From an optimization exercise on the open Yosys and OpenROAD flow, aimed at small area and a short achievable clock period; shortcuts taken in it are not production practice.
Function not checked in this run: the RTL went through the layout flow alone.

==> flow/design.v <==
module float_larger (sa, ea, ma, sb, eb, mb, isLarger);
  input        sa, sb;
  input  [4:0] ea, eb;
  input  [9:0] ma, mb;
  output       isLarger;
  assign isLarger = (~sa & sb) | ((sa ~^ sb) & ({ea, ma} > {eb, mb}));
endmodule
module add_float (za, sa, pa, ha, ma, zb, sb, pb, hb, mb, c);
  input        za, sa, ha, zb, sb, hb;
  input  [4:0] pa, pb;
  input  [9:0] ma, mb;
  output [15:0] c;
  wire        s1 = ~za & sa;
  wire        s2 = ~zb & sb;
  wire        h1 = ~za & ha;
  wire        h2 = ~zb & hb;
  wire [4:0]  p1 = za ? 5'd0 : pa;
  wire [4:0]  p2 = zb ? 5'd0 : pb;
  wire [9:0]  m1 = za ? 10'd0 : ma;
  wire [9:0]  m2 = zb ? 10'd0 : mb;
  wire [4:0]  e1 = p1 + {4'd0, h1};
  wire [4:0]  e2 = p2 + {4'd0, h2};
  wire l;
  float_larger fl (.sa(s1), .ea(e1), .ma(m1),
                   .sb(s2), .eb(e2), .mb(m2), .isLarger(l));
  wire [4:0]  da = e1 - e2;
  wire [4:0]  db = e2 - e1;
  wire [10:0] ya = align({1'b1, m2}, da);    
  wire [10:0] yb = align({1'b1, m1}, db);    
  wire        sx = l ? s1 : s2;
  wire        sy = l ? s2 : s1;
  wire [4:0]  ex = l ? e1 : e2;
  wire [9:0]  mx = l ? m1 : m2;
  wire [10:0] ys = l ? ya : yb;
  wire [11:0] s = ({2'b01, mx} ^ {12{sx}}) + ({1'b0, ys} ^ {12{sy}})
                  + {10'd0, sx, sy & ~sx};
  reg  [3:0]  lz;
  integer i;
  always @* begin
    lz = 4'd0;
    for (i = 0; i <= 10; i = i + 1)
      if (s[i]) lz = 4'd10 - i[3:0];
  end
  wire [10:0] sn = s[10:0] << lz;
  wire zero = (s == 12'd0);
  assign c[15]    = sx;
  assign c[14:10] = s[11] ? ex + 5'd1 :
                    zero  ? 5'd0 : ex - {1'b0, lz};
  assign c[9:0]   = s[11] ? 10'd0 : sn[9:0];
  function [10:0] align(input [10:0] mm, input [4:0] sh);
    reg [10:0] t;
    begin
      t = sh[0] ? {1'd0, mm[10:1]} : mm;
      t = sh[1] ? {2'd0, t[10:2]} : t;
      t = sh[2] ? {4'd0, t[10:4]} : t;
      t = sh[3] ? {8'd0, t[10:8]} : t;
      align = sh[4] ? 11'd0 : t;
    end
  endfunction
endmodule
module sub_float (b, x, se, zs);
  input  [14:0] b;
  output [9:0]  x;
  output [4:0]  se;
  output        zs;
  wire [4:0]  e   = b[14:10];
  wire        mid = ~e[4] & (e >= 5'd5) & (e <= 5'd13);
  wire        e14 = (e == 5'd14);
  wire        e15 = (e == 5'd15);
  wire [10:0] v   = {1'b1, b[9:0]} >> ~e[3:0];
  wire [8:0]  u   = b[9:1];
  wire [9:0]  t;
  assign t[0] = 1'b1;
  genvar j;
  generate
    for (j = 1; j < 9; j = j + 1) begin : th
      assign t[j] = ~(&u[8:j] & |u[j-1:0]);
    end
  endgenerate
  assign t[9] = ~|u;
  wire [9:0]  oh  = t & ~{1'b0, t[9:1]};
  reg  [9:0]  us;
  reg  [3:0]  lz;
  integer q;
  always @* begin
    us = 10'd0;
    lz = 4'd0;
    for (q = 0; q <= 9; q = q + 1)
      if (oh[q]) begin
        us = us | ({u, 10'd0} >> q);
        lz = lz | (4'd10 - q[3:0]);
      end
  end
  assign x = mid ? {v[8:0], 1'b0} : e14 ? us : 10'd0;
  wire   xz = (x == 10'd0);
  assign se = e14 ? 5'd15 - {1'b0, lz} - {4'd0, xz} :
              e15 ? 5'd15 : 5'd14;
  assign zs = e15 & (b[9:0] == 10'd0);
endmodule
module Multiply (a, b, z, s, ep, h, m);
  input  [15:0] a, b;
  output        z;       
  output        s;       
  output [4:0]  ep;      
  output        h;       
  output [9:0]  m;       
  wire [9:0] an = ~a[9:0];
  wire [9:0] bn = ~b[9:0];
  wire pn0_0 = ~(a[0] & b[0]);
  wire pn0_1 = ~(a[0] & b[1]);
  wire pn0_2 = ~(a[0] & b[2]);
  wire pn0_3 = ~(a[0] & b[3]);
  wire pn0_4 = ~(a[0] & b[4]);
  wire pn0_5 = ~(a[0] & b[5]);
  wire pn0_6 = ~(a[0] & b[6]);
  wire pn0_7 = ~(a[0] & b[7]);
  wire pn0_8 = ~(a[0] & b[8]);
  wire pn0_9 = ~(a[0] & b[9]);
  wire pn1_0 = ~(a[1] & b[0]);
  wire pn1_1 = ~(a[1] & b[1]);
  wire pn1_2 = ~(a[1] & b[2]);
  wire pn1_3 = ~(a[1] & b[3]);
  wire pn1_4 = ~(a[1] & b[4]);
  wire pn1_5 = ~(a[1] & b[5]);
  wire pn1_6 = ~(a[1] & b[6]);
  wire pn1_7 = ~(a[1] & b[7]);
  wire pn1_8 = ~(a[1] & b[8]);
  wire pn1_9 = ~(a[1] & b[9]);
  wire pn2_0 = ~(a[2] & b[0]);
  wire pn2_1 = ~(a[2] & b[1]);
  wire pn2_2 = ~(a[2] & b[2]);
  wire pn2_3 = ~(a[2] & b[3]);
  wire pn2_4 = ~(a[2] & b[4]);
  wire pn2_5 = ~(a[2] & b[5]);
  wire pn2_6 = ~(a[2] & b[6]);
  wire pn2_7 = ~(a[2] & b[7]);
  wire pn2_8 = ~(a[2] & b[8]);
  wire pn2_9 = ~(a[2] & b[9]);
  wire pn3_0 = ~(a[3] & b[0]);
  wire pn3_1 = ~(a[3] & b[1]);
  wire pn3_2 = ~(a[3] & b[2]);
  wire pn3_3 = ~(a[3] & b[3]);
  wire pn3_4 = ~(a[3] & b[4]);
  wire pn3_5 = ~(a[3] & b[5]);
  wire pn3_6 = ~(a[3] & b[6]);
  wire pn3_7 = ~(a[3] & b[7]);
  wire pn3_8 = ~(a[3] & b[8]);
  wire pn3_9 = ~(a[3] & b[9]);
  wire pn4_0 = ~(a[4] & b[0]);
  wire pn4_1 = ~(a[4] & b[1]);
  wire pn4_2 = ~(a[4] & b[2]);
  wire pn4_3 = ~(a[4] & b[3]);
  wire pn4_4 = ~(a[4] & b[4]);
  wire pn4_5 = ~(a[4] & b[5]);
  wire pn4_6 = ~(a[4] & b[6]);
  wire pn4_7 = ~(a[4] & b[7]);
  wire pn4_8 = ~(a[4] & b[8]);
  wire pn4_9 = ~(a[4] & b[9]);
  wire pn5_0 = ~(a[5] & b[0]);
  wire pn5_1 = ~(a[5] & b[1]);
  wire pn5_2 = ~(a[5] & b[2]);
  wire pn5_3 = ~(a[5] & b[3]);
  wire pn5_4 = ~(a[5] & b[4]);
  wire pn5_5 = ~(a[5] & b[5]);
  wire pn5_6 = ~(a[5] & b[6]);
  wire pn5_7 = ~(a[5] & b[7]);
  wire pn5_8 = ~(a[5] & b[8]);
  wire pn5_9 = ~(a[5] & b[9]);
  wire pn6_0 = ~(a[6] & b[0]);
  wire pn6_1 = ~(a[6] & b[1]);
  wire pn6_2 = ~(a[6] & b[2]);
  wire pn6_3 = ~(a[6] & b[3]);
  wire pn6_4 = ~(a[6] & b[4]);
  wire pn6_5 = ~(a[6] & b[5]);
  wire pn6_6 = ~(a[6] & b[6]);
  wire pn6_7 = ~(a[6] & b[7]);
  wire pn6_8 = ~(a[6] & b[8]);
  wire pn6_9 = ~(a[6] & b[9]);
  wire pn7_0 = ~(a[7] & b[0]);
  wire pn7_1 = ~(a[7] & b[1]);
  wire pn7_2 = ~(a[7] & b[2]);
  wire pn7_3 = ~(a[7] & b[3]);
  wire pn7_4 = ~(a[7] & b[4]);
  wire pn7_5 = ~(a[7] & b[5]);
  wire pn7_6 = ~(a[7] & b[6]);
  wire pn7_7 = ~(a[7] & b[7]);
  wire pn7_8 = ~(a[7] & b[8]);
  wire pn7_9 = ~(a[7] & b[9]);
  wire pn8_0 = ~(a[8] & b[0]);
  wire pn8_1 = ~(a[8] & b[1]);
  wire pn8_2 = ~(a[8] & b[2]);
  wire pn8_3 = ~(a[8] & b[3]);
  wire pn8_4 = ~(a[8] & b[4]);
  wire pn8_5 = ~(a[8] & b[5]);
  wire pn8_6 = ~(a[8] & b[6]);
  wire pn8_7 = ~(a[8] & b[7]);
  wire pn8_8 = ~(a[8] & b[8]);
  wire pn8_9 = ~(a[8] & b[9]);
  wire pn9_0 = ~(a[9] & b[0]);
  wire pn9_1 = ~(a[9] & b[1]);
  wire pn9_2 = ~(a[9] & b[2]);
  wire pn9_3 = ~(a[9] & b[3]);
  wire pn9_4 = ~(a[9] & b[4]);
  wire pn9_5 = ~(a[9] & b[5]);
  wire pn9_6 = ~(a[9] & b[6]);
  wire pn9_7 = ~(a[9] & b[7]);
  wire pn9_8 = ~(a[9] & b[8]);
  wire pn9_9 = ~(a[9] & b[9]);
  wire s0, c0;
  fa u0 (.a(pn0_9), .b(pn1_8), .c(1'b1), .s(s0), .co(c0));
  wire s1, c1;
  fa u1 (.a(pn1_9), .b(pn2_8), .c(pn3_7), .s(s1), .co(c1));
  wire s2, c2;
  fa u2 (.a(pn4_6), .b(pn5_5), .c(1'b1), .s(s2), .co(c2));
  wire s3, c3;
  fa u3 (.a(pn2_9), .b(pn3_8), .c(pn4_7), .s(s3), .co(c3));
  wire s4, c4;
  fa u4 (.a(pn5_6), .b(pn6_5), .c(1'b1), .s(s4), .co(c4));
  wire s5, c5;
  fa u5 (.a(pn3_9), .b(pn4_8), .c(pn5_7), .s(s5), .co(c5));
  wire s6, c6;
  fa u6 (.a(pn0_6), .b(pn1_5), .c(1'b1), .s(s6), .co(c6));
  wire s7, c7;
  fa u7 (.a(pn0_7), .b(pn1_6), .c(pn2_5), .s(s7), .co(c7));
  wire s8, c8;
  fa u8 (.a(pn3_4), .b(pn4_3), .c(1'b1), .s(s8), .co(c8));
  wire s9, c9;
  fa u9 (.a(pn0_8), .b(pn1_7), .c(pn2_6), .s(s9), .co(c9));
  wire s10, c10;
  fa u10 (.a(pn3_5), .b(pn4_4), .c(pn5_3), .s(s10), .co(c10));
  wire s11, c11;
  fa u11 (.a(pn6_2), .b(pn7_1), .c(1'b1), .s(s11), .co(c11));
  wire s12, c12;
  fa u12 (.a(s0), .b(pn2_7), .c(pn3_6), .s(s12), .co(c12));
  wire s13, c13;
  fa u13 (.a(pn4_5), .b(pn5_4), .c(pn6_3), .s(s13), .co(c13));
  wire s14, c14;
  fa u14 (.a(pn7_2), .b(pn8_1), .c(pn9_0), .s(s14), .co(c14));
  wire s15, c15;
  fa u15 (.a(c0), .b(s1), .c(s2), .s(s15), .co(c15));
  wire s16, c16;
  fa u16 (.a(pn6_4), .b(pn7_3), .c(pn8_2), .s(s16), .co(c16));
  wire s17, c17;
  fa u17 (.a(pn9_1), .b(an[0]), .c(bn[0]), .s(s17), .co(c17));
  wire s18, c18;
  fa u18 (.a(c1), .b(c2), .c(s3), .s(s18), .co(c18));
  wire s19, c19;
  fa u19 (.a(s4), .b(pn7_4), .c(pn8_3), .s(s19), .co(c19));
  wire s20, c20;
  fa u20 (.a(pn9_2), .b(an[1]), .c(bn[1]), .s(s20), .co(c20));
  wire s21, c21;
  fa u21 (.a(c3), .b(c4), .c(s5), .s(s21), .co(c21));
  wire s22, c22;
  fa u22 (.a(pn6_6), .b(pn7_5), .c(pn8_4), .s(s22), .co(c22));
  wire s23, c23;
  fa u23 (.a(pn9_3), .b(an[2]), .c(bn[2]), .s(s23), .co(c23));
  wire s24, c24;
  fa u24 (.a(c5), .b(pn4_9), .c(pn5_8), .s(s24), .co(c24));
  wire s25, c25;
  fa u25 (.a(pn6_7), .b(pn7_6), .c(pn8_5), .s(s25), .co(c25));
  wire s26, c26;
  fa u26 (.a(pn9_4), .b(an[3]), .c(bn[3]), .s(s26), .co(c26));
  wire s27, c27;
  fa u27 (.a(pn5_9), .b(pn6_8), .c(pn7_7), .s(s27), .co(c27));
  wire s28, c28;
  fa u28 (.a(pn8_6), .b(pn9_5), .c(an[4]), .s(s28), .co(c28));
  wire s29, c29;
  fa u29 (.a(pn6_9), .b(pn7_8), .c(pn8_7), .s(s29), .co(c29));
  wire s30, c30;
  fa u30 (.a(pn0_4), .b(pn1_3), .c(1'b1), .s(s30), .co(c30));
  wire s31, c31;
  fa u31 (.a(pn0_5), .b(pn1_4), .c(pn2_3), .s(s31), .co(c31));
  wire s32, c32;
  fa u32 (.a(pn3_2), .b(pn4_1), .c(1'b1), .s(s32), .co(c32));
  wire s33, c33;
  fa u33 (.a(s6), .b(pn2_4), .c(pn3_3), .s(s33), .co(c33));
  wire s34, c34;
  fa u34 (.a(pn4_2), .b(pn5_1), .c(pn6_0), .s(s34), .co(c34));
  wire s35, c35;
  fa u35 (.a(c6), .b(s7), .c(s8), .s(s35), .co(c35));
  wire s36, c36;
  fa u36 (.a(pn5_2), .b(pn6_1), .c(pn7_0), .s(s36), .co(c36));
  wire s37, c37;
  fa u37 (.a(c7), .b(c8), .c(s9), .s(s37), .co(c37));
  wire s38, c38;
  fa u38 (.a(s10), .b(s11), .c(pn8_0), .s(s38), .co(c38));
  wire s39, c39;
  fa u39 (.a(c9), .b(c10), .c(c11), .s(s39), .co(c39));
  wire s40, c40;
  fa u40 (.a(s12), .b(s13), .c(s14), .s(s40), .co(c40));
  wire s41, c41;
  fa u41 (.a(c12), .b(c13), .c(c14), .s(s41), .co(c41));
  wire s42, c42;
  fa u42 (.a(s15), .b(s16), .c(s17), .s(s42), .co(c42));
  wire s43, c43;
  fa u43 (.a(c15), .b(c16), .c(c17), .s(s43), .co(c43));
  wire s44, c44;
  fa u44 (.a(s18), .b(s19), .c(s20), .s(s44), .co(c44));
  wire s45, c45;
  fa u45 (.a(c18), .b(c19), .c(c20), .s(s45), .co(c45));
  wire s46, c46;
  fa u46 (.a(s21), .b(s22), .c(s23), .s(s46), .co(c46));
  wire s47, c47;
  fa u47 (.a(c21), .b(c22), .c(c23), .s(s47), .co(c47));
  wire s48, c48;
  fa u48 (.a(s24), .b(s25), .c(s26), .s(s48), .co(c48));
  wire s49, c49;
  fa u49 (.a(c24), .b(c25), .c(c26), .s(s49), .co(c49));
  wire s50, c50;
  fa u50 (.a(s27), .b(s28), .c(bn[4]), .s(s50), .co(c50));
  wire s51, c51;
  fa u51 (.a(c27), .b(c28), .c(s29), .s(s51), .co(c51));
  wire s52, c52;
  fa u52 (.a(pn9_6), .b(an[5]), .c(bn[5]), .s(s52), .co(c52));
  wire s53, c53;
  fa u53 (.a(c29), .b(pn7_9), .c(pn8_8), .s(s53), .co(c53));
  wire s54, c54;
  fa u54 (.a(pn9_7), .b(an[6]), .c(bn[6]), .s(s54), .co(c54));
  wire s55, c55;
  fa u55 (.a(pn8_9), .b(pn9_8), .c(an[7]), .s(s55), .co(c55));
  wire s56, c56;
  fa u56 (.a(pn0_3), .b(pn1_2), .c(1'b1), .s(s56), .co(c56));
  wire s57, c57;
  fa u57 (.a(s30), .b(pn2_2), .c(pn3_1), .s(s57), .co(c57));
  wire s58, c58;
  fa u58 (.a(c30), .b(s31), .c(s32), .s(s58), .co(c58));
  wire s59, c59;
  fa u59 (.a(c31), .b(c32), .c(s33), .s(s59), .co(c59));
  wire s60, c60;
  fa u60 (.a(c33), .b(c34), .c(s35), .s(s60), .co(c60));
  wire s61, c61;
  fa u61 (.a(c35), .b(c36), .c(s37), .s(s61), .co(c61));
  wire s62, c62;
  fa u62 (.a(c37), .b(c38), .c(s39), .s(s62), .co(c62));
  wire s63, c63;
  fa u63 (.a(c39), .b(c40), .c(s41), .s(s63), .co(c63));
  wire s64, c64;
  fa u64 (.a(c41), .b(c42), .c(s43), .s(s64), .co(c64));
  wire s65, c65;
  fa u65 (.a(c43), .b(c44), .c(s45), .s(s65), .co(c65));
  wire s66, c66;
  fa u66 (.a(c45), .b(c46), .c(s47), .s(s66), .co(c66));
  wire s67, c67;
  fa u67 (.a(c47), .b(c48), .c(s49), .s(s67), .co(c67));
  wire s68, c68;
  fa u68 (.a(c49), .b(c50), .c(s51), .s(s68), .co(c68));
  wire s69, c69;
  fa u69 (.a(c51), .b(c52), .c(s53), .s(s69), .co(c69));
  wire s70, c70;
  fa u70 (.a(c53), .b(c54), .c(s55), .s(s70), .co(c70));
  wire s71, c71;
  fa u71 (.a(c55), .b(pn9_9), .c(an[8]), .s(s71), .co(c71));
  wire s72, c72;
  fa u72 (.a(pn0_2), .b(pn1_1), .c(1'b1), .s(s72), .co(c72));
  wire s73, c73;
  fa u73 (.a(s56), .b(pn2_1), .c(pn3_0), .s(s73), .co(c73));
  wire s74, c74;
  fa u74 (.a(c56), .b(s57), .c(pn4_0), .s(s74), .co(c74));
  wire s75, c75;
  fa u75 (.a(c57), .b(s58), .c(pn5_0), .s(s75), .co(c75));
  wire s76, c76;
  fa u76 (.a(c58), .b(s59), .c(s34), .s(s76), .co(c76));
  wire s77, c77;
  fa u77 (.a(c59), .b(s60), .c(s36), .s(s77), .co(c77));
  wire s78, c78;
  fa u78 (.a(c60), .b(s61), .c(s38), .s(s78), .co(c78));
  wire s79, c79;
  fa u79 (.a(c61), .b(s62), .c(s40), .s(s79), .co(c79));
  wire s80, c80;
  fa u80 (.a(c62), .b(s63), .c(s42), .s(s80), .co(c80));
  wire s81, c81;
  fa u81 (.a(c63), .b(s64), .c(s44), .s(s81), .co(c81));
  wire s82, c82;
  fa u82 (.a(c64), .b(s65), .c(s46), .s(s82), .co(c82));
  wire s83, c83;
  fa u83 (.a(c65), .b(s66), .c(s48), .s(s83), .co(c83));
  wire s84, c84;
  fa u84 (.a(c66), .b(s67), .c(s50), .s(s84), .co(c84));
  wire s85, c85;
  fa u85 (.a(c67), .b(s68), .c(s52), .s(s85), .co(c85));
  wire s86, c86;
  fa u86 (.a(c68), .b(s69), .c(s54), .s(s86), .co(c86));
  wire s87, c87;
  fa u87 (.a(c69), .b(s70), .c(bn[7]), .s(s87), .co(c87));
  wire s88, c88;
  fa u88 (.a(c70), .b(s71), .c(bn[8]), .s(s88), .co(c88));
  wire s89, c89;
  fa u89 (.a(c71), .b(an[9]), .c(bn[9]), .s(s89), .co(c89));
  wire [21:0] ran = {1'b1, c89, c88, c87, c86, c85, c84, c83, c82, c81, c80, c79, c78, c77, c76, c75, c74, c73, c72, s72, pn0_1, pn0_0};
  wire [21:0] rbn = {1'b1, 1'b0, s89, s88, s87, s86, s85, s84, s83, s82, s81, s80, s79, s78, s77, s76, s75, s74, s73, pn2_0, pn1_0, 1'b1};
  wire [21:0] g0 = ~(ran | rbn);
  wire [21:0] p0 = ~(ran & rbn);
  wire [21:0] x0 = ran ^ rbn;
  wire G1_1 = g0[1] | (p0[1] & g0[0]);
  wire P1_1 = p0[1] & p0[0];
  wire G1_3 = g0[3] | (p0[3] & g0[2]);
  wire P1_3 = p0[3] & p0[2];
  wire G1_5 = g0[5] | (p0[5] & g0[4]);
  wire P1_5 = p0[5] & p0[4];
  wire G1_7 = g0[7] | (p0[7] & g0[6]);
  wire P1_7 = p0[7] & p0[6];
  wire G1_9 = g0[9] | (p0[9] & g0[8]);
  wire P1_9 = p0[9] & p0[8];
  wire G1_11 = g0[11] | (p0[11] & g0[10]);
  wire P1_11 = p0[11] & p0[10];
  wire G1_13 = g0[13] | (p0[13] & g0[12]);
  wire P1_13 = p0[13] & p0[12];
  wire G1_15 = g0[15] | (p0[15] & g0[14]);
  wire P1_15 = p0[15] & p0[14];
  wire G1_17 = g0[17] | (p0[17] & g0[16]);
  wire P1_17 = p0[17] & p0[16];
  wire G1_19 = g0[19] | (p0[19] & g0[18]);
  wire P1_19 = p0[19] & p0[18];
  wire G1_21 = g0[21] | (p0[21] & g0[20]);
  wire P1_21 = p0[21] & p0[20];
  wire G2_2 = g0[2] | (p0[2] & G1_1);
  wire P2_2 = p0[2] & P1_1;
  wire G2_3 = G1_3 | (P1_3 & G1_1);
  wire P2_3 = P1_3 & P1_1;
  wire G2_6 = g0[6] | (p0[6] & G1_5);
  wire P2_6 = p0[6] & P1_5;
  wire G2_7 = G1_7 | (P1_7 & G1_5);
  wire P2_7 = P1_7 & P1_5;
  wire G2_10 = g0[10] | (p0[10] & G1_9);
  wire P2_10 = p0[10] & P1_9;
  wire G2_11 = G1_11 | (P1_11 & G1_9);
  wire P2_11 = P1_11 & P1_9;
  wire G2_14 = g0[14] | (p0[14] & G1_13);
  wire P2_14 = p0[14] & P1_13;
  wire G2_15 = G1_15 | (P1_15 & G1_13);
  wire P2_15 = P1_15 & P1_13;
  wire G2_18 = g0[18] | (p0[18] & G1_17);
  wire P2_18 = p0[18] & P1_17;
  wire G2_19 = G1_19 | (P1_19 & G1_17);
  wire P2_19 = P1_19 & P1_17;
  wire G3_4 = g0[4] | (p0[4] & G2_3);
  wire P3_4 = p0[4] & P2_3;
  wire G3_5 = G1_5 | (P1_5 & G2_3);
  wire P3_5 = P1_5 & P2_3;
  wire G3_6 = G2_6 | (P2_6 & G2_3);
  wire P3_6 = P2_6 & P2_3;
  wire G3_7 = G2_7 | (P2_7 & G2_3);
  wire P3_7 = P2_7 & P2_3;
  wire G3_12 = g0[12] | (p0[12] & G2_11);
  wire P3_12 = p0[12] & P2_11;
  wire G3_13 = G1_13 | (P1_13 & G2_11);
  wire P3_13 = P1_13 & P2_11;
  wire G3_14 = G2_14 | (P2_14 & G2_11);
  wire P3_14 = P2_14 & P2_11;
  wire G3_15 = G2_15 | (P2_15 & G2_11);
  wire P3_15 = P2_15 & P2_11;
  wire G3_20 = g0[20] | (p0[20] & G2_19);
  wire P3_20 = p0[20] & P2_19;
  wire G3_21 = G1_21 | (P1_21 & G2_19);
  wire P3_21 = P1_21 & P2_19;
  wire G4_8 = g0[8] | (p0[8] & G3_7);
  wire P4_8 = p0[8] & P3_7;
  wire G4_9 = G1_9 | (P1_9 & G3_7);
  wire P4_9 = P1_9 & P3_7;
  wire G4_10 = G2_10 | (P2_10 & G3_7);
  wire P4_10 = P2_10 & P3_7;
  wire G4_11 = G2_11 | (P2_11 & G3_7);
  wire P4_11 = P2_11 & P3_7;
  wire G4_12 = G3_12 | (P3_12 & G3_7);
  wire P4_12 = P3_12 & P3_7;
  wire G4_13 = G3_13 | (P3_13 & G3_7);
  wire P4_13 = P3_13 & P3_7;
  wire G4_14 = G3_14 | (P3_14 & G3_7);
  wire P4_14 = P3_14 & P3_7;
  wire G4_15 = G3_15 | (P3_15 & G3_7);
  wire P4_15 = P3_15 & P3_7;
  wire G5_16 = g0[16] | (p0[16] & G4_15);
  wire P5_16 = p0[16] & P4_15;
  wire G5_17 = G1_17 | (P1_17 & G4_15);
  wire P5_17 = P1_17 & P4_15;
  wire G5_18 = G2_18 | (P2_18 & G4_15);
  wire P5_18 = P2_18 & P4_15;
  wire G5_19 = G2_19 | (P2_19 & G4_15);
  wire P5_19 = P2_19 & P4_15;
  wire G5_20 = G3_20 | (P3_20 & G4_15);
  wire P5_20 = P3_20 & P4_15;
  wire G5_21 = G3_21 | (P3_21 & G4_15);
  wire P5_21 = P3_21 & P4_15;
  wire [21:0] t;
  assign t[0] = x0[0];
  assign t[1] = x0[1] ^ g0[0];
  assign t[2] = x0[2] ^ G1_1;
  assign t[3] = x0[3] ^ G2_2;
  assign t[4] = x0[4] ^ G2_3;
  assign t[5] = x0[5] ^ G3_4;
  assign t[6] = x0[6] ^ G3_5;
  assign t[7] = x0[7] ^ G3_6;
  assign t[8] = x0[8] ^ G3_7;
  assign t[9] = x0[9] ^ G4_8;
  assign t[10] = x0[10] ^ G4_9;
  assign t[11] = x0[11] ^ G4_10;
  assign t[12] = x0[12] ^ G4_11;
  assign t[13] = x0[13] ^ G4_12;
  assign t[14] = x0[14] ^ G4_13;
  assign t[15] = x0[15] ^ G4_14;
  assign t[16] = x0[16] ^ G4_15;
  assign t[17] = x0[17] ^ G5_16;
  assign t[18] = x0[18] ^ G5_17;
  assign t[19] = x0[19] ^ G5_18;
  assign t[20] = x0[20] ^ G5_19;
  assign t[21] = x0[21] ^ G5_20;
  assign h  = t[21];
  assign m  = h ? t[20:11] : t[19:10];
  assign ep = a[14:10] + b[14:10] + 5'd17;    
  assign s  = a[15] ^ b[15];
  assign z  = (a == 16'd0) | (b == 16'd0);
endmodule
module Multiply_one_minus (a, x, se, zs, z, s, ep, h, m);
  input  [15:0] a;
  input  [9:0]  x;       
  input  [4:0]  se;      
  input         zs;      
  output        z;       
  output        s;       
  output [4:0]  ep;      
  output        h;       
  output [9:0]  m;       
  wire [9:0] an = ~a[9:0];
  wire pn0_0 = ~(a[0] & ~x[0]);
  wire pn0_1 = ~(a[0] & ~x[1]);
  wire pn0_2 = ~(a[0] & ~x[2]);
  wire pn0_3 = ~(a[0] & ~x[3]);
  wire pn0_4 = ~(a[0] & ~x[4]);
  wire pn0_5 = ~(a[0] & ~x[5]);
  wire pn0_6 = ~(a[0] & ~x[6]);
  wire pn0_7 = ~(a[0] & ~x[7]);
  wire pn0_8 = ~(a[0] & ~x[8]);
  wire pn0_9 = ~(a[0] & ~x[9]);
  wire pn1_0 = ~(a[1] & ~x[0]);
  wire pn1_1 = ~(a[1] & ~x[1]);
  wire pn1_2 = ~(a[1] & ~x[2]);
  wire pn1_3 = ~(a[1] & ~x[3]);
  wire pn1_4 = ~(a[1] & ~x[4]);
  wire pn1_5 = ~(a[1] & ~x[5]);
  wire pn1_6 = ~(a[1] & ~x[6]);
  wire pn1_7 = ~(a[1] & ~x[7]);
  wire pn1_8 = ~(a[1] & ~x[8]);
  wire pn1_9 = ~(a[1] & ~x[9]);
  wire pn2_0 = ~(a[2] & ~x[0]);
  wire pn2_1 = ~(a[2] & ~x[1]);
  wire pn2_2 = ~(a[2] & ~x[2]);
  wire pn2_3 = ~(a[2] & ~x[3]);
  wire pn2_4 = ~(a[2] & ~x[4]);
  wire pn2_5 = ~(a[2] & ~x[5]);
  wire pn2_6 = ~(a[2] & ~x[6]);
  wire pn2_7 = ~(a[2] & ~x[7]);
  wire pn2_8 = ~(a[2] & ~x[8]);
  wire pn2_9 = ~(a[2] & ~x[9]);
  wire pn3_0 = ~(a[3] & ~x[0]);
  wire pn3_1 = ~(a[3] & ~x[1]);
  wire pn3_2 = ~(a[3] & ~x[2]);
  wire pn3_3 = ~(a[3] & ~x[3]);
  wire pn3_4 = ~(a[3] & ~x[4]);
  wire pn3_5 = ~(a[3] & ~x[5]);
  wire pn3_6 = ~(a[3] & ~x[6]);
  wire pn3_7 = ~(a[3] & ~x[7]);
  wire pn3_8 = ~(a[3] & ~x[8]);
  wire pn3_9 = ~(a[3] & ~x[9]);
  wire pn4_0 = ~(a[4] & ~x[0]);
  wire pn4_1 = ~(a[4] & ~x[1]);
  wire pn4_2 = ~(a[4] & ~x[2]);
  wire pn4_3 = ~(a[4] & ~x[3]);
  wire pn4_4 = ~(a[4] & ~x[4]);
  wire pn4_5 = ~(a[4] & ~x[5]);
  wire pn4_6 = ~(a[4] & ~x[6]);
  wire pn4_7 = ~(a[4] & ~x[7]);
  wire pn4_8 = ~(a[4] & ~x[8]);
  wire pn4_9 = ~(a[4] & ~x[9]);
  wire pn5_0 = ~(a[5] & ~x[0]);
  wire pn5_1 = ~(a[5] & ~x[1]);
  wire pn5_2 = ~(a[5] & ~x[2]);
  wire pn5_3 = ~(a[5] & ~x[3]);
  wire pn5_4 = ~(a[5] & ~x[4]);
  wire pn5_5 = ~(a[5] & ~x[5]);
  wire pn5_6 = ~(a[5] & ~x[6]);
  wire pn5_7 = ~(a[5] & ~x[7]);
  wire pn5_8 = ~(a[5] & ~x[8]);
  wire pn5_9 = ~(a[5] & ~x[9]);
  wire pn6_0 = ~(a[6] & ~x[0]);
  wire pn6_1 = ~(a[6] & ~x[1]);
  wire pn6_2 = ~(a[6] & ~x[2]);
  wire pn6_3 = ~(a[6] & ~x[3]);
  wire pn6_4 = ~(a[6] & ~x[4]);
  wire pn6_5 = ~(a[6] & ~x[5]);
  wire pn6_6 = ~(a[6] & ~x[6]);
  wire pn6_7 = ~(a[6] & ~x[7]);
  wire pn6_8 = ~(a[6] & ~x[8]);
  wire pn6_9 = ~(a[6] & ~x[9]);
  wire pn7_0 = ~(a[7] & ~x[0]);
  wire pn7_1 = ~(a[7] & ~x[1]);
  wire pn7_2 = ~(a[7] & ~x[2]);
  wire pn7_3 = ~(a[7] & ~x[3]);
  wire pn7_4 = ~(a[7] & ~x[4]);
  wire pn7_5 = ~(a[7] & ~x[5]);
  wire pn7_6 = ~(a[7] & ~x[6]);
  wire pn7_7 = ~(a[7] & ~x[7]);
  wire pn7_8 = ~(a[7] & ~x[8]);
  wire pn7_9 = ~(a[7] & ~x[9]);
  wire pn8_0 = ~(a[8] & ~x[0]);
  wire pn8_1 = ~(a[8] & ~x[1]);
  wire pn8_2 = ~(a[8] & ~x[2]);
  wire pn8_3 = ~(a[8] & ~x[3]);
  wire pn8_4 = ~(a[8] & ~x[4]);
  wire pn8_5 = ~(a[8] & ~x[5]);
  wire pn8_6 = ~(a[8] & ~x[6]);
  wire pn8_7 = ~(a[8] & ~x[7]);
  wire pn8_8 = ~(a[8] & ~x[8]);
  wire pn8_9 = ~(a[8] & ~x[9]);
  wire pn9_0 = ~(a[9] & ~x[0]);
  wire pn9_1 = ~(a[9] & ~x[1]);
  wire pn9_2 = ~(a[9] & ~x[2]);
  wire pn9_3 = ~(a[9] & ~x[3]);
  wire pn9_4 = ~(a[9] & ~x[4]);
  wire pn9_5 = ~(a[9] & ~x[5]);
  wire pn9_6 = ~(a[9] & ~x[6]);
  wire pn9_7 = ~(a[9] & ~x[7]);
  wire pn9_8 = ~(a[9] & ~x[8]);
  wire pn9_9 = ~(a[9] & ~x[9]);
  wire s0, c0;
  fa u0 (.a(pn0_8), .b(pn1_7), .c(1'b1), .s(s0), .co(c0));
  wire s1, c1;
  fa u1 (.a(pn0_9), .b(pn1_8), .c(pn2_7), .s(s1), .co(c1));
  wire s2, c2;
  fa u2 (.a(pn3_6), .b(pn4_5), .c(1'b1), .s(s2), .co(c2));
  wire s3, c3;
  fa u3 (.a(pn1_9), .b(pn2_8), .c(pn3_7), .s(s3), .co(c3));
  wire s4, c4;
  fa u4 (.a(pn4_6), .b(pn5_5), .c(pn6_4), .s(s4), .co(c4));
  wire s5, c5;
  fa u5 (.a(pn7_3), .b(pn8_2), .c(1'b1), .s(s5), .co(c5));
  wire s6, c6;
  fa u6 (.a(pn2_9), .b(pn3_8), .c(pn4_7), .s(s6), .co(c6));
  wire s7, c7;
  fa u7 (.a(pn5_6), .b(pn6_5), .c(pn7_4), .s(s7), .co(c7));
  wire s8, c8;
  fa u8 (.a(pn3_9), .b(pn4_8), .c(pn5_7), .s(s8), .co(c8));
  wire s9, c9;
  fa u9 (.a(pn0_5), .b(pn1_4), .c(1'b1), .s(s9), .co(c9));
  wire s10, c10;
  fa u10 (.a(pn0_6), .b(pn1_5), .c(pn2_4), .s(s10), .co(c10));
  wire s11, c11;
  fa u11 (.a(pn3_3), .b(pn4_2), .c(1'b1), .s(s11), .co(c11));
  wire s12, c12;
  fa u12 (.a(pn0_7), .b(pn1_6), .c(pn2_5), .s(s12), .co(c12));
  wire s13, c13;
  fa u13 (.a(pn3_4), .b(pn4_3), .c(pn5_2), .s(s13), .co(c13));
  wire s14, c14;
  fa u14 (.a(pn6_1), .b(pn7_0), .c(1'b1), .s(s14), .co(c14));
  wire s15, c15;
  fa u15 (.a(s0), .b(pn2_6), .c(pn3_5), .s(s15), .co(c15));
  wire s16, c16;
  fa u16 (.a(pn4_4), .b(pn5_3), .c(pn6_2), .s(s16), .co(c16));
  wire s17, c17;
  fa u17 (.a(pn7_1), .b(pn8_0), .c(an[8]), .s(s17), .co(c17));
  wire s18, c18;
  fa u18 (.a(c0), .b(s1), .c(s2), .s(s18), .co(c18));
  wire s19, c19;
  fa u19 (.a(pn5_4), .b(pn6_3), .c(pn7_2), .s(s19), .co(c19));
  wire s20, c20;
  fa u20 (.a(pn8_1), .b(pn9_0), .c(an[9]), .s(s20), .co(c20));
  wire s21, c21;
  fa u21 (.a(c1), .b(c2), .c(s3), .s(s21), .co(c21));
  wire s22, c22;
  fa u22 (.a(s4), .b(s5), .c(pn9_1), .s(s22), .co(c22));
  wire s23, c23;
  fa u23 (.a(an[0]), .b(x[0]), .c(1'b0), .s(s23), .co(c23));
  wire s24, c24;
  fa u24 (.a(c3), .b(c4), .c(c5), .s(s24), .co(c24));
  wire s25, c25;
  fa u25 (.a(s6), .b(s7), .c(pn8_3), .s(s25), .co(c25));
  wire s26, c26;
  fa u26 (.a(pn9_2), .b(an[1]), .c(x[1]), .s(s26), .co(c26));
  wire s27, c27;
  fa u27 (.a(c6), .b(c7), .c(s8), .s(s27), .co(c27));
  wire s28, c28;
  fa u28 (.a(pn6_6), .b(pn7_5), .c(pn8_4), .s(s28), .co(c28));
  wire s29, c29;
  fa u29 (.a(pn9_3), .b(an[2]), .c(x[2]), .s(s29), .co(c29));
  wire s30, c30;
  fa u30 (.a(c8), .b(pn4_9), .c(pn5_8), .s(s30), .co(c30));
  wire s31, c31;
  fa u31 (.a(pn6_7), .b(pn7_6), .c(pn8_5), .s(s31), .co(c31));
  wire s32, c32;
  fa u32 (.a(pn9_4), .b(an[3]), .c(x[3]), .s(s32), .co(c32));
  wire s33, c33;
  fa u33 (.a(pn5_9), .b(pn6_8), .c(pn7_7), .s(s33), .co(c33));
  wire s34, c34;
  fa u34 (.a(pn8_6), .b(pn9_5), .c(an[4]), .s(s34), .co(c34));
  wire s35, c35;
  fa u35 (.a(pn6_9), .b(pn7_8), .c(pn8_7), .s(s35), .co(c35));
  wire s36, c36;
  fa u36 (.a(pn0_3), .b(pn1_2), .c(1'b1), .s(s36), .co(c36));
  wire s37, c37;
  fa u37 (.a(pn0_4), .b(pn1_3), .c(pn2_2), .s(s37), .co(c37));
  wire s38, c38;
  fa u38 (.a(pn3_1), .b(pn4_0), .c(1'b1), .s(s38), .co(c38));
  wire s39, c39;
  fa u39 (.a(s9), .b(pn2_3), .c(pn3_2), .s(s39), .co(c39));
  wire s40, c40;
  fa u40 (.a(pn4_1), .b(pn5_0), .c(an[5]), .s(s40), .co(c40));
  wire s41, c41;
  fa u41 (.a(c9), .b(s10), .c(s11), .s(s41), .co(c41));
  wire s42, c42;
  fa u42 (.a(pn5_1), .b(pn6_0), .c(an[6]), .s(s42), .co(c42));
  wire s43, c43;
  fa u43 (.a(c10), .b(c11), .c(s12), .s(s43), .co(c43));
  wire s44, c44;
  fa u44 (.a(s13), .b(s14), .c(an[7]), .s(s44), .co(c44));
  wire s45, c45;
  fa u45 (.a(c12), .b(c13), .c(c14), .s(s45), .co(c45));
  wire s46, c46;
  fa u46 (.a(s15), .b(s16), .c(s17), .s(s46), .co(c46));
  wire s47, c47;
  fa u47 (.a(c15), .b(c16), .c(c17), .s(s47), .co(c47));
  wire s48, c48;
  fa u48 (.a(s18), .b(s19), .c(s20), .s(s48), .co(c48));
  wire s49, c49;
  fa u49 (.a(c18), .b(c19), .c(c20), .s(s49), .co(c49));
  wire s50, c50;
  fa u50 (.a(s21), .b(s22), .c(s23), .s(s50), .co(c50));
  wire s51, c51;
  fa u51 (.a(c21), .b(c22), .c(c23), .s(s51), .co(c51));
  wire s52, c52;
  fa u52 (.a(s24), .b(s25), .c(s26), .s(s52), .co(c52));
  wire s53, c53;
  fa u53 (.a(c24), .b(c25), .c(c26), .s(s53), .co(c53));
  wire s54, c54;
  fa u54 (.a(s27), .b(s28), .c(s29), .s(s54), .co(c54));
  wire s55, c55;
  fa u55 (.a(c27), .b(c28), .c(c29), .s(s55), .co(c55));
  wire s56, c56;
  fa u56 (.a(s30), .b(s31), .c(s32), .s(s56), .co(c56));
  wire s57, c57;
  fa u57 (.a(c30), .b(c31), .c(c32), .s(s57), .co(c57));
  wire s58, c58;
  fa u58 (.a(s33), .b(s34), .c(x[4]), .s(s58), .co(c58));
  wire s59, c59;
  fa u59 (.a(c33), .b(c34), .c(s35), .s(s59), .co(c59));
  wire s60, c60;
  fa u60 (.a(pn9_6), .b(an[5]), .c(x[5]), .s(s60), .co(c60));
  wire s61, c61;
  fa u61 (.a(c35), .b(pn7_9), .c(pn8_8), .s(s61), .co(c61));
  wire s62, c62;
  fa u62 (.a(pn9_7), .b(an[6]), .c(x[6]), .s(s62), .co(c62));
  wire s63, c63;
  fa u63 (.a(pn8_9), .b(pn9_8), .c(an[7]), .s(s63), .co(c63));
  wire s64, c64;
  fa u64 (.a(pn0_2), .b(pn1_1), .c(1'b1), .s(s64), .co(c64));
  wire s65, c65;
  fa u65 (.a(s36), .b(pn2_1), .c(pn3_0), .s(s65), .co(c65));
  wire s66, c66;
  fa u66 (.a(c36), .b(s37), .c(s38), .s(s66), .co(c66));
  wire s67, c67;
  fa u67 (.a(c37), .b(c38), .c(s39), .s(s67), .co(c67));
  wire s68, c68;
  fa u68 (.a(c39), .b(c40), .c(s41), .s(s68), .co(c68));
  wire s69, c69;
  fa u69 (.a(c41), .b(c42), .c(s43), .s(s69), .co(c69));
  wire s70, c70;
  fa u70 (.a(c43), .b(c44), .c(s45), .s(s70), .co(c70));
  wire s71, c71;
  fa u71 (.a(c45), .b(c46), .c(s47), .s(s71), .co(c71));
  wire s72, c72;
  fa u72 (.a(c47), .b(c48), .c(s49), .s(s72), .co(c72));
  wire s73, c73;
  fa u73 (.a(c49), .b(c50), .c(s51), .s(s73), .co(c73));
  wire s74, c74;
  fa u74 (.a(c51), .b(c52), .c(s53), .s(s74), .co(c74));
  wire s75, c75;
  fa u75 (.a(c53), .b(c54), .c(s55), .s(s75), .co(c75));
  wire s76, c76;
  fa u76 (.a(c55), .b(c56), .c(s57), .s(s76), .co(c76));
  wire s77, c77;
  fa u77 (.a(c57), .b(c58), .c(s59), .s(s77), .co(c77));
  wire s78, c78;
  fa u78 (.a(c59), .b(c60), .c(s61), .s(s78), .co(c78));
  wire s79, c79;
  fa u79 (.a(c61), .b(c62), .c(s63), .s(s79), .co(c79));
  wire s80, c80;
  fa u80 (.a(c63), .b(pn9_9), .c(an[8]), .s(s80), .co(c80));
  wire s81, c81;
  fa u81 (.a(pn0_1), .b(pn1_0), .c(1'b1), .s(s81), .co(c81));
  wire s82, c82;
  fa u82 (.a(s64), .b(pn2_0), .c(an[2]), .s(s82), .co(c82));
  wire s83, c83;
  fa u83 (.a(c64), .b(s65), .c(an[3]), .s(s83), .co(c83));
  wire s84, c84;
  fa u84 (.a(c65), .b(s66), .c(an[4]), .s(s84), .co(c84));
  wire s85, c85;
  fa u85 (.a(c66), .b(s67), .c(s40), .s(s85), .co(c85));
  wire s86, c86;
  fa u86 (.a(c67), .b(s68), .c(s42), .s(s86), .co(c86));
  wire s87, c87;
  fa u87 (.a(c68), .b(s69), .c(s44), .s(s87), .co(c87));
  wire s88, c88;
  fa u88 (.a(c69), .b(s70), .c(s46), .s(s88), .co(c88));
  wire s89, c89;
  fa u89 (.a(c70), .b(s71), .c(s48), .s(s89), .co(c89));
  wire s90, c90;
  fa u90 (.a(c71), .b(s72), .c(s50), .s(s90), .co(c90));
  wire s91, c91;
  fa u91 (.a(c72), .b(s73), .c(s52), .s(s91), .co(c91));
  wire s92, c92;
  fa u92 (.a(c73), .b(s74), .c(s54), .s(s92), .co(c92));
  wire s93, c93;
  fa u93 (.a(c74), .b(s75), .c(s56), .s(s93), .co(c93));
  wire s94, c94;
  fa u94 (.a(c75), .b(s76), .c(s58), .s(s94), .co(c94));
  wire s95, c95;
  fa u95 (.a(c76), .b(s77), .c(s60), .s(s95), .co(c95));
  wire s96, c96;
  fa u96 (.a(c77), .b(s78), .c(s62), .s(s96), .co(c96));
  wire s97, c97;
  fa u97 (.a(c78), .b(s79), .c(x[7]), .s(s97), .co(c97));
  wire s98, c98;
  fa u98 (.a(c79), .b(s80), .c(x[8]), .s(s98), .co(c98));
  wire s99, c99;
  fa u99 (.a(c80), .b(an[9]), .c(x[9]), .s(s99), .co(c99));
  wire [21:0] ran = {1'b1, c99, c98, c97, c96, c95, c94, c93, c92, c91, c90, c89, c88, c87, c86, c85, c84, c83, c82, c81, s81, pn0_0};
  wire [21:0] rbn = {1'b1, 1'b0, s99, s98, s97, s96, s95, s94, s93, s92, s91, s90, s89, s88, s87, s86, s85, s84, s83, s82, an[1], an[0]};
  wire [21:0] g0 = ~(ran | rbn);
  wire [21:0] p0 = ~(ran & rbn);
  wire [21:0] x0 = ran ^ rbn;
  wire G1_1 = g0[1] | (p0[1] & g0[0]);
  wire P1_1 = p0[1] & p0[0];
  wire G1_3 = g0[3] | (p0[3] & g0[2]);
  wire P1_3 = p0[3] & p0[2];
  wire G1_5 = g0[5] | (p0[5] & g0[4]);
  wire P1_5 = p0[5] & p0[4];
  wire G1_7 = g0[7] | (p0[7] & g0[6]);
  wire P1_7 = p0[7] & p0[6];
  wire G1_9 = g0[9] | (p0[9] & g0[8]);
  wire P1_9 = p0[9] & p0[8];
  wire G1_11 = g0[11] | (p0[11] & g0[10]);
  wire P1_11 = p0[11] & p0[10];
  wire G1_13 = g0[13] | (p0[13] & g0[12]);
  wire P1_13 = p0[13] & p0[12];
  wire G1_15 = g0[15] | (p0[15] & g0[14]);
  wire P1_15 = p0[15] & p0[14];
  wire G1_17 = g0[17] | (p0[17] & g0[16]);
  wire P1_17 = p0[17] & p0[16];
  wire G1_19 = g0[19] | (p0[19] & g0[18]);
  wire P1_19 = p0[19] & p0[18];
  wire G1_21 = g0[21] | (p0[21] & g0[20]);
  wire P1_21 = p0[21] & p0[20];
  wire G2_2 = g0[2] | (p0[2] & G1_1);
  wire P2_2 = p0[2] & P1_1;
  wire G2_3 = G1_3 | (P1_3 & G1_1);
  wire P2_3 = P1_3 & P1_1;
  wire G2_6 = g0[6] | (p0[6] & G1_5);
  wire P2_6 = p0[6] & P1_5;
  wire G2_7 = G1_7 | (P1_7 & G1_5);
  wire P2_7 = P1_7 & P1_5;
  wire G2_10 = g0[10] | (p0[10] & G1_9);
  wire P2_10 = p0[10] & P1_9;
  wire G2_11 = G1_11 | (P1_11 & G1_9);
  wire P2_11 = P1_11 & P1_9;
  wire G2_14 = g0[14] | (p0[14] & G1_13);
  wire P2_14 = p0[14] & P1_13;
  wire G2_15 = G1_15 | (P1_15 & G1_13);
  wire P2_15 = P1_15 & P1_13;
  wire G2_18 = g0[18] | (p0[18] & G1_17);
  wire P2_18 = p0[18] & P1_17;
  wire G2_19 = G1_19 | (P1_19 & G1_17);
  wire P2_19 = P1_19 & P1_17;
  wire G3_4 = g0[4] | (p0[4] & G2_3);
  wire P3_4 = p0[4] & P2_3;
  wire G3_5 = G1_5 | (P1_5 & G2_3);
  wire P3_5 = P1_5 & P2_3;
  wire G3_6 = G2_6 | (P2_6 & G2_3);
  wire P3_6 = P2_6 & P2_3;
  wire G3_7 = G2_7 | (P2_7 & G2_3);
  wire P3_7 = P2_7 & P2_3;
  wire G3_12 = g0[12] | (p0[12] & G2_11);
  wire P3_12 = p0[12] & P2_11;
  wire G3_13 = G1_13 | (P1_13 & G2_11);
  wire P3_13 = P1_13 & P2_11;
  wire G3_14 = G2_14 | (P2_14 & G2_11);
  wire P3_14 = P2_14 & P2_11;
  wire G3_15 = G2_15 | (P2_15 & G2_11);
  wire P3_15 = P2_15 & P2_11;
  wire G3_20 = g0[20] | (p0[20] & G2_19);
  wire P3_20 = p0[20] & P2_19;
  wire G3_21 = G1_21 | (P1_21 & G2_19);
  wire P3_21 = P1_21 & P2_19;
  wire G4_8 = g0[8] | (p0[8] & G3_7);
  wire P4_8 = p0[8] & P3_7;
  wire G4_9 = G1_9 | (P1_9 & G3_7);
  wire P4_9 = P1_9 & P3_7;
  wire G4_10 = G2_10 | (P2_10 & G3_7);
  wire P4_10 = P2_10 & P3_7;
  wire G4_11 = G2_11 | (P2_11 & G3_7);
  wire P4_11 = P2_11 & P3_7;
  wire G4_12 = G3_12 | (P3_12 & G3_7);
  wire P4_12 = P3_12 & P3_7;
  wire G4_13 = G3_13 | (P3_13 & G3_7);
  wire P4_13 = P3_13 & P3_7;
  wire G4_14 = G3_14 | (P3_14 & G3_7);
  wire P4_14 = P3_14 & P3_7;
  wire G4_15 = G3_15 | (P3_15 & G3_7);
  wire P4_15 = P3_15 & P3_7;
  wire G5_16 = g0[16] | (p0[16] & G4_15);
  wire P5_16 = p0[16] & P4_15;
  wire G5_17 = G1_17 | (P1_17 & G4_15);
  wire P5_17 = P1_17 & P4_15;
  wire G5_18 = G2_18 | (P2_18 & G4_15);
  wire P5_18 = P2_18 & P4_15;
  wire G5_19 = G2_19 | (P2_19 & G4_15);
  wire P5_19 = P2_19 & P4_15;
  wire G5_20 = G3_20 | (P3_20 & G4_15);
  wire P5_20 = P3_20 & P4_15;
  wire G5_21 = G3_21 | (P3_21 & G4_15);
  wire P5_21 = P3_21 & P4_15;
  wire [21:0] t;
  assign t[0] = x0[0];
  assign t[1] = x0[1] ^ g0[0];
  assign t[2] = x0[2] ^ G1_1;
  assign t[3] = x0[3] ^ G2_2;
  assign t[4] = x0[4] ^ G2_3;
  assign t[5] = x0[5] ^ G3_4;
  assign t[6] = x0[6] ^ G3_5;
  assign t[7] = x0[7] ^ G3_6;
  assign t[8] = x0[8] ^ G3_7;
  assign t[9] = x0[9] ^ G4_8;
  assign t[10] = x0[10] ^ G4_9;
  assign t[11] = x0[11] ^ G4_10;
  assign t[12] = x0[12] ^ G4_11;
  assign t[13] = x0[13] ^ G4_12;
  assign t[14] = x0[14] ^ G4_13;
  assign t[15] = x0[15] ^ G4_14;
  assign t[16] = x0[16] ^ G4_15;
  assign t[17] = x0[17] ^ G5_16;
  assign t[18] = x0[18] ^ G5_17;
  assign t[19] = x0[19] ^ G5_18;
  assign t[20] = x0[20] ^ G5_19;
  assign t[21] = x0[21] ^ G5_20;
  assign h  = t[21];
  assign m  = h ? t[20:11] : t[19:10];
  assign ep = a[14:10] + se + 5'd17;    
  assign s  = a[15];
  assign z  = (a == 16'd0) | zs;
endmodule
module fa (a, b, c, s, co);
  input a, b, c;
  output s, co;
  assign s  = a ^ b ^ c;
  assign co = (a & b) | (a & c) | (b & c);
endmodule
module resize_datapath (
  clk,
  reset_n,
  enable,
  data_in1,
  data_in2,
  scale,
  data_out
);
  input wire [15:0] data_in1, data_in2, scale;
  input wire clk, reset_n, enable;
  output reg [15:0] data_out;
  wire [15:0] fsum;
  wire        z1, s1, h1, z2, s2, h2;
  wire [4:0]  p1, p2;
  wire [9:0]  q1, q2;
  wire [9:0] sx;
  wire [4:0] se;
  wire       zs;
  Multiply           m1 (.a(data_in2), .b(scale), .z(z1), .s(s1), .ep(p1), .h(h1), .m(q1));
  sub_float          sf (.b(scale[14:0]), .x(sx), .se(se), .zs(zs));   
  Multiply_one_minus m2 (.a(data_in1), .x(sx), .se(se), .zs(zs),
                         .z(z2), .s(s2), .ep(p2), .h(h2), .m(q2));
  add_float          af (.za(z1), .sa(s1), .pa(p1), .ha(h1), .ma(q1),
                         .zb(z2), .sb(s2), .pb(p2), .hb(h2), .mb(q2), .c(fsum));
  always @(posedge clk or negedge reset_n) begin
    if (~reset_n)
      data_out <= 16'd0;
    else if (enable)
      data_out <= fsum;
  end
endmodule
==> flow/flow/run.sh <==
#!/bin/bash
# Own layout flow: the standard flow, except that the layout steps may not
# use the delay cells (so that the port buffers are plain buffers). The
# platform's own don't-use cells stay don't-use.
set -euo pipefail
W=$(pwd)
bash standard.sh synth > "$W/flow_synth.log" 2>&1
DONT="sky130_fd_sc_hd__clkdlybuf4s15_1 sky130_fd_sc_hd__clkdlybuf4s15_2 sky130_fd_sc_hd__clkdlybuf4s18_1 sky130_fd_sc_hd__clkdlybuf4s18_2 sky130_fd_sc_hd__clkdlybuf4s25_1 sky130_fd_sc_hd__clkdlybuf4s25_2 sky130_fd_sc_hd__clkdlybuf4s50_1 sky130_fd_sc_hd__clkdlybuf4s50_2 sky130_fd_sc_hd__dlygate4sd1_1 sky130_fd_sc_hd__dlygate4sd2_1 sky130_fd_sc_hd__dlygate4sd3_1 sky130_fd_sc_hd__dlymetal6s2s_1 sky130_fd_sc_hd__dlymetal6s4s_1 sky130_fd_sc_hd__dlymetal6s6s_1"
DONT="$DONT $(sed -n '/^export DONT_USE_CELLS/,/^[^ ]/p' "$FLOW_HOME/platforms/sky130hd/config.mk" | grep -o 'sky130_fd_sc_hd__[A-Za-z0-9_]*' | tr '\n' ' ')"
bash standard.sh "DONT_USE_CELLS=$DONT" finish > "$W/flow_finish.log" 2>&1
==> flow/standard.sh <==
#!/bin/bash
# synth_recipe.tcl (not shown) runs the flow's synth.tcl, then flattens the netlist and writes it again
# the make line also repeats each setting of config.mk as NAME=value (left out here)
make -C /OpenROAD-flow-scripts/flow DESIGN_CONFIG=/design/flow/config.mk WORK_HOME=/design/flow/orfs CLKGATE_MAP_FILE= SYNTH_SCRIPT=/design/flow/synth_recipe.tcl "${@:-finish}"
==> flow/config.mk <==
export PLATFORM = sky130hd
export DESIGN_NAME = resize_datapath
export DESIGN_NICKNAME = resize_datapath
export VERILOG_FILES = /design/flow/design.v
export SDC_FILE = /design/flow/constraint.sdc
export NUM_CORES = 4
export LEC_CHECK = 0
export ABC_AREA = 1
export CAP_MARGIN = 20
export CORE_MARGIN = 2
export CORE_UTILIZATION = 40
export PLACE_DENSITY = 0.6
export SETUP_SLACK_MARGIN = 5
export SLEW_MARGIN = 20
export SYNTH_HIERARCHICAL = 1
export SYNTH_MINIMUM_KEEP_SIZE = 0
==> flow/constraint.sdc <==
create_clock -name core_clock -period 25.0 [get_ports {clk}]
set_input_delay 5.0000 -clock core_clock [delete_from_list [all_inputs] [get_ports {clk}]]
set_output_delay 5.0000 -clock core_clock [all_outputs]
set_load 0.01 [all_outputs]
==> run summary <==
# diodes=0; initial core utilization=0.404; area grow syn2layout=4.74%; Placed Area=0.0144 sq mm; maximum number of pins on one net before global-route repair=23; clk slew on worst S/H paths=0.05 ns; antenna-violating nets left=0; first-pass GRT wire length=63100 um; register area share after synthesis=0.0289; Hold Worst Slack=approximately 0.47 ns; Buffers on Ports=66; GRT overflow=0; Layout Nets=2429; startpoint types=input pin; Vias/cell=5.05; initial DRC count=~710; die width=190 um; Relative slew margins=0.307; WL final=36700 um; slowest CP cell=buf_1; DIE AREA=about 0.036 sq mm; synthesized area per cell=6.81 sq um; Setup crit end kind=flip-flop; Final Instance Area=0.0145 sq mm; worst slew pin tran=1.04 ns; post-route setup TNS=0 ns; vias in the first global route=13051; clock buffer count from CTS=3; Mapped Area=about 0.014 sq mm; CP max stage delay=around 0.60 ns; skew final=0 ns; Post-synth EDFFs=0; Die Height=190 um; Hold/Removal Path Class=flip-flop to flip-flop; routability congestion estimate=~0.90; Setup Crit Path Kind=input pin to flip-flop; GRT Total Usage=0.212; FF/Latch Area=400 sq um; Routed wire per std cell=14.5 um; commonest cells after routing, fill and taps aside=672 x nand2_1, 308 x inv_1, 199 x fa_1; fill count=3647; max-cap violations=0; largest fanout on the critical path=22; Distinct cells, synth=61; final hold violation count=0; Top reg by flops=data_out; Remaining DRCs=0; Top Registers=data_out (16); H-tree depth=1; Post-CTS Setup Bufs=0; CTS Root Cell=clkbuf_16; row count=68; RSZ-0062 raised after global routing=false; antenna violations before repair=0; Max Slew Vio Count=0; multi-input logic area=0.0119 sq mm; Clock Path Buffers=2; # clock sinks=16; WP data arrival=18.24 ns; Top FF cell, synth=dfrtp_1; WP data required=around 25 ns; Synth Register Bits=16; drt pass-1 iters=5; CTS tree=built; max FFs per register=16; layout cell share with drive strength beyond 1=0.0721; yosys warns=9; Detail Placement HPWL=31300 um; IO Pins=67; status=timing/DRC/antenna clean; Max Freq=0.0552 GHz; Tcrit/Tclk final=0.724; most used cell, CP=nand2_1; Synth Instances=2031; Hold-fix buffers, CTS=0; vias=12743; Core ar.=0.0343 sq mm; most common library cell in the layout ignoring fill and taps=nand2_1; final setup fails=0; minimum clock period=18.10 ns; fraction of registers with async set/reset=1.00; post-CTS resize count=0; clock latency (worst-skew pair)=between 0.2 and 0.25 ns
## Yosys cell counts (8+ instances only)
library cell,number,area (sq um)
o21ai_0,78,390
nor3_1,11,55.1
nand2_1,672,2520
nor2_1,100,375
nand3_1,129,646
clkbuf_1,33,124
clkinv_1,11,41.3
nand4_1,16,100
buf_4,8,60.1
a21oi_1,43,215
nor4_1,11,68.8
inv_1,308,1160
nand2_4,17,191
buf_2,11,55.1
xor2_1,23,201
nand3_2,12,120
inv_2,16,60.1
o21ai_1,19,95.1
nand2_2,38,238
nor2_2,19,119
o22ai_1,10,62.6
dfrtp_1,16,400
ha_1,109,1360
xnor2_1,22,193
fa_1,199,3980
## final cells by class
| type | count | area share |
|---|---|---|
| multi-input combinational | 1632 | 0.819 |
| inverter | 340 | 0.0892 |
| tap | 455 | 0.0393 |
| sequential | 16 | 0.0276 |
| timing repair buffer | 77 | 0.0199 |
| clock buffer | 3 | 0.00518 |
## critical path, delay by kind of cell
kind	cells	cell delay, ns
AOI/OAI and AO/OA	5	0.65
xor gates and xnor gates	2	0.49
adders and majority gates	14	5.02
buffers and inverters	14	2.93
and+or+nand+nor	39	4.11
## routing by layer
metal	track usage	wire, um
met5	0	0
met4	0.0352	552
met3	0.0124	1660
met2	0.386	18200
met1	0.280	16200
## per-module statistics from Yosys, one instance, submodules excluded
module / times used / flops+latches
add_float: 1 / 0
Multiply: 1 / 0
Multiply_one_minus: 1 / 0
sub_float: 1 / 0
resize_datapath: 1 / 16
float_larger: 1 / 0
fa: 190 / 0
## logic make-up after synthesis
kind of cell,count (synthesis),share of synthesized area
muxes,2,0.00145
other,4,0.00108
DFF,16,0.0289
buffers and inverters,401,0.118
xor gates and xnor gates,48,0.0336
adders and majority gates,308,0.386
AOI/OAI and AO/OA,191,0.0805
and+or+nand+nor,1061,0.350
## per-stage QoR
stage           util  instances  worst slack [ns]
6_report       0.423       2523              6.90
5_1_grt        0.423       2523              5.54
4_1_cts        0.423       2523              7.00
3_5_place_dp   0.421       2520              6.77
3_3_place_gp   0.421       2520              7.17
2_1_floorplan      -       2049              8.84
## path summary, 6_finish.rpt
path | start | end | slack [ns] | depth (start not counted)
setup reg to reg | data_out[4]$_DFFE_PN0P_ | data_out[4]$_DFFE_PN0P_ | 24.39 | 2
max in group asynchronous | reset_n | data_out[7]$_DFFE_PN0P_ | 19.63 | 1
setup / recovery | scale[1] | data_out[14]$_DFFE_PN0P_ | 6.90 | 74
hold reg to reg | data_out[13]$_DFFE_PN0P_ | data_out[13]$_DFFE_PN0P_ | 0.47 | 2
min in group asynchronous | reset_n | data_out[13]$_DFFE_PN0P_ | 4.84 | 1
hold / removal | data_out[13]$_DFFE_PN0P_ | data_out[13]$_DFFE_PN0P_ | 0.47 | 2

==> what the ideal ports hide <==
The results above use ideal ports. As a check the final layout listed here was re-extracted and re-timed, cells and wires unchanged.
Step 1 assumes that a clkbuf_16 drives the clock port and a buf_2 every other input.
Step 2 adds t to the input delays and takes it off the output delays; t is the mean of the earliest and latest rising clock arrival at the registers after step 1. Input paths then give back, and output paths get back, about the clock's delay inside the block.
Slacks: ideal / step 1 / step 2; pairs: ideal / step 1.
t (ns): 0.271
slack for setup (ns): 6.897 / 6.899 / 6.628
hold slack, ns: 0.472 / 0.472 / 0.472
worst setup path at the end: input to register
After both steps this run still meets setup and hold. The setup slack of this run moves by +0.002 ns with the drivers and by -0.269 ns with both steps.
